Source: an optimization exercise on an open RTL-to-GDS flow (aim: small area, a short achievable clock period and few clock cycles). Production flows keep margins and buffers that such runs may drop.
In this exercise RTL edits were held to simulation tests only and were not proved equivalent to the original.
Power is estimated from default activity; no workload was simulated.

## red
// ATCONV
module  ATCONV(
	input		clk,
	input		reset,
	output	reg	busy,
	input		ready,
	output reg	[11:0]	iaddr,
	input signed [12:0]	idata,
	output	reg 	cwr,
	output  reg	[11:0]	caddr_wr,
	output reg 	[12:0] 	cdata_wr,
	output	 	crd,
	output 	[11:0] 	caddr_rd,
	input 	[12:0] 	cdata_rd,
	output reg 	csel
	);
Size: about 230 flip-flops, roughly 82 I/O pins, about 0.0098 mm² of cells after synthesis.
clock: 5.0 ns
lec_check: 0
cap_margin: 20
core_margin: 2
core_utilization: 40
place_density: 0.6
setup_slack_margin: 3.0
slew_margin: 20
standard.sh (not shown) runs the stock make flow with config.mk's settings and CLKGATE_MAP_FILE= SYNTH_SCRIPT=/design/flow/synth_recipe.tcl, a recipe that flattens the netlist after the stock synthesis.
==> flow/flow/run.sh <==
#!/bin/bash
# The standard layout (the standard.sh: its synthesis, floorplan, power
# grid, placement, clock tree and routing, unchanged), except that the input
# and output port buffers are plain buf_1 cells instead of the delay cells that
# buffer_ports picks by default. The whole flow's output goes to standard.log.
export BUFFER_PORTS_ARGS="-buffer_cell sky130_fd_sc_hd__buf_1"
bash standard.sh > standard.log 2>&1
Testbench counts of red, summed over its fixed seeds: cycles 199,968.
#### Input delta (blue over red)
Settings: changing SETUP_SLACK_MARGIN from 3.0 to 2.85; changing PLACE_DENSITY from 0.6 to 0.75.
[summary]
- Compared with red, blue shows non-clock buffer count that has gone down by more than a quarter.
- Compared with red, blue shows a critical path depth that is 5 lower.
- Summary: with red as the reference, count of clock-buffer cells in the layout in blue moved down by more than a quarter.
- blue ended with more time the final worst path needs with I/O delays and setup than red.
- Sort red and blue by wire length, descending, and red comes first.
- blue ended up with a lower combinational fraction of design power than red did.
- The proportion of power drawn by the clock network in blue was lower than what red gave.
- The destination of the critical timing path comes out csel in one run and mr[0] in the other, namely in blue and red respectively.
- As of blue, count of instances resized after the clock tree is built had fallen by more than half compared to red.
- blue has less setup slack than red.
- Number of antenna diodes came out exactly the same in red and blue.
- The share of the clock period used by the worst path after layout of blue exceeds that of red by 0.95 points.
- The critical path start-end classification comes out reg2out in one run and reg2reg in the other, namely in blue and red respectively.
Input-level comparison between green and blue:
Settings: a change of PLACE_DENSITY from 0.75 to 0.6; a change of SETUP_SLACK_MARGIN from 2.85 to 2.75.
Notes after the runs:
green against blue: core utilization dropped 0.71 points, number of buffers created by CTS went up, post-layout instance area went down. The combinational share of power of green falls short of that of blue by 1.4 points.

* * *

ATCONV, a different RTL version from the one above (not shown whole).
Size in the first run: ~810 cells after synthesis, ~82 I/O pins, roughly 9400 sq um of cells after synthesis.
Design ATCONV, start of the top module:
module  ATCONV(
	input		clk,
	input		reset,
	output	reg	busy,
	input		ready,
	output reg	[11:0]	iaddr,
	input signed [12:0]	idata,
	output	reg 	cwr,
	output  reg	[11:0]	caddr_wr,
	output reg 	[12:0] 	cdata_wr,
	output	 	crd,
	output 	[11:0] 	caddr_rd,
	input 	[12:0] 	cdata_rd,
	output reg 	csel
	);
assign crd = 1'b0;
assign caddr_rd = 12'd0;
localparam [12:0] BIAS = 13'h1FF4;    
localparam [12:0] NBIAS = 13'h000C;   
reg        done;        
reg        ending;      
reg  [5:0] bi;          
reg        g;           
reg        p0, p1, p2;  
reg        vm1;         
reg        c_fl;        
wire [5:0] x = iaddr[5:0];
reg  [12:0] din;         
wire hold = reset | ~busy & ~ready;
wire       col_end = p2 & g;                       
wire       row_end = col_end & ~vm1 & (x == 6'd63);
wire [4:0] bip = bi[4:0] + 5'd1;
wire [4:0] bim = bi[4:0] - 5'd1;
wire       vm1_n = row_end | vm1 & ~col_end;
wire [5:0] x_n = (col_end & ~vm1) ? x + 6'd1 : x;   
wire [5:0] row_n = p0 ? {bi[4:0], g} :
                   p1 ? ((bi[4:0] == 5'd31) ? 6'd63 : {bip, g}) :
                   row_end ? {bi[4:0], 1'b0} :
                   (bi[4:0] == 5'd0) ? 6'd0 : {bim, ~g};
always @(posedge clk) begin
	if (hold) begin
		bi <= 6'd0;
		g <= 1'b0;
		p0 <= 1'b1; p1 <= 1'b0; p2 <= 1'b0;
		vm1 <= 1'b1;
		c_fl <= 1'b1;
		iaddr <= 12'd0;
	end else begin
		if (row_end) bi <= bi + 6'd1;
		if (p2) g <= ~g;
		p0 <= p2; p1 <= p0; p2 <= p1;
		vm1 <= vm1_n;
		c_fl <= vm1_n | (x_n == 6'd0);
		iaddr <= {row_n, x_n};
	end
end
always @(posedge clk) begin
	if (reset) begin
		busy <= 1'b0;
		done <= 1'b0;
	end else begin
		if (~busy & ~done & ready) busy <= 1'b1;
		if (ending) begin
			busy <= 1'b0;
			done <= 1'b1;
		end
	end
end
reg f_valid, f_valid2;
always @(posedge clk) begin
	if (reset) begin
		f_valid <= 1'b0;
		f_valid2 <= 1'b0;
	end else begin
		f_valid <= c_fl ? (bi != 6'd0) : ~(~vm1 & (x == 6'd1));
		f_valid2 <= f_valid;
	end
end
reg [12:7] din_h;
reg        fl_lo, fl_hi;
always @(posedge clk) begin
	din <= idata;
	din_h <= din[12:7];
	fl_lo <= c_fl;
	fl_hi <= fl_lo;
end
reg  [11:0] sf0, sf1, sf2, sf3;
wire [12:0] sx1 = {1'b1, sf1};
wire [12:0] sx3 = {1'b1, sf3};
reg  [12:0] pf0, pf1, pf2, pf3;
  ...
Settings: LEC_CHECK=0, CAP_MARGIN=20, CORE_MARGIN=2, CORE_UTILIZATION=40, PLACE_DENSITY=0.6, SETUP_SLACK_MARGIN=2.55, SLEW_MARGIN=20; clock period 5.0 ns.
Scripts as last shown in full above: flow/flow/run.sh
The starting point went through all stages and came out clean.
Testbench counts at the start, summed over its fixed seeds: cycles 199,952.
Change:
==> flow/run.sh (new file) <==
#!/bin/bash
# synth_recipe.tcl (not shown) runs the flow's synth.tcl, then flattens the netlist and writes it again
# the make line also repeats each setting of config.mk as NAME=value (left out here)
make -C /OpenROAD-flow-scripts/flow DESIGN_CONFIG=/design/flow/config.mk WORK_HOME=/design/flow/orfs CLKGATE_MAP_FILE= SYNTH_SCRIPT=/design/flow/synth_recipe.tcl finish
--- a/flow/config.mk
+++ b/flow/config.mk
@@ -11,3 +11,3 @@
 export PLACE_DENSITY = 0.6
-export SETUP_SLACK_MARGIN = 2.55
+export SETUP_SLACK_MARGIN = 2.7
 export SLEW_MARGIN = 20
removed: flow/flow/run.sh
removed: flow/standard.sh
Total power is higher by 1.3%.
Via count is higher by 2.1%.
Sequential share of layout area is lower by 2.3 points.
Cell count is higher by 1.4%.
Sequential cell count does not change.
Cell area is higher by 5.7%.
Clock skew stays flat.
Non-clock buffer count is higher by 15.
Change:
--- a/flow/config.mk
+++ b/flow/config.mk
@@ -7,3 +7,3 @@
 export LEC_CHECK = 0
-export CAP_MARGIN = 20
+export CAP_MARGIN = 5
 export CORE_MARGIN = 2
@@ -11,3 +11,3 @@
 export PLACE_DENSITY = 0.6
-export SETUP_SLACK_MARGIN = 2.7
-export SLEW_MARGIN = 20
+export SETUP_SLACK_MARGIN = 2.65
+export SLEW_MARGIN = 5
What happened: Core utilization falls by 0.58 points. Worst hold slack is about the same. Setup slack is worse by 0.0072 ns. Sequential cell count does not change. Sequential power hardly moves. Global-route usage barely changes. Routed wire length falls by 2.3%. Total power falls by 1.1%. Count of clock-buffer cells in the layout rises by 1.
Change:
--- a/flow/config.mk
+++ b/flow/config.mk
@@ -7,7 +7,9 @@
 export LEC_CHECK = 0
-export CAP_MARGIN = 5
+export CAP_MARGIN = 20
 export CORE_MARGIN = 2
 export CORE_UTILIZATION = 40
+export CTS_CLUSTER_DIAMETER = 80
+export CTS_CLUSTER_SIZE = 30
 export PLACE_DENSITY = 0.6
 export SETUP_SLACK_MARGIN = 2.65
-export SLEW_MARGIN = 5
+export SLEW_MARGIN = 20
- The new run ran to the end with no violations
- first-iteration DRC count climbs by 22%
- non-clock buffer count rises by 4
- area after synthesis stays the same
- final area went down by 1.8%
- clock-buffer cell count came out lower by 22
- utilization is lower by 0.89 points

[separate check: timing with driven ports]
In the flow no input, the clock included, has a driving cell. The finished layouts below were timed again as built, in two steps. Step 1 sets driving cells, clkbuf_16 on the clock port and buf_2 on the other inputs (assumed; they add their load-dependent delay and slew). Step 2 times the ports against the registers' clock, not the clock port: input delays grow and output delays shrink by t, the midpoint of the rising clock arrivals with the driver on. a / b / c = ideal ports / drivers / drivers and shift; a / b = the first two.
run	shift t [ns]	setup slack, ns	worst setup path at the end	worst register clock-pin slew, ns	worst data-port slew with drivers (ns)
red	0.564	2.932 / 2.902 / 2.646	input to register	0.06 / 0.06	0.03
blue	0.551	2.885 / 2.837 / 2.591	input to register	0.07 / 0.07	0.03
green	0.566	2.745 / 2.698 / 2.580	input to register	0.06 / 0.06	0.03
the first run of note 2	0.549	2.522 / 2.522 / 2.522	register to register	0.06 / 0.06	0.06
the second run of note 2	0.546	2.592 / 2.592 / 2.373	input to register	0.06 / 0.06	0.03
the third run of note 2	0.539	2.585 / 2.585 / 2.289	input to register	0.06 / 0.06	0.03
the fourth run of note 2	0.528	2.537 / 2.537 / 2.256	input to register	0.11 / 0.11	0.03
After both steps setup and hold are still met in every run listed. For the third run of note 2, which loses most, drivers alone change the setup slack by 0.000 ns; drivers and shift together by -0.296 ns.
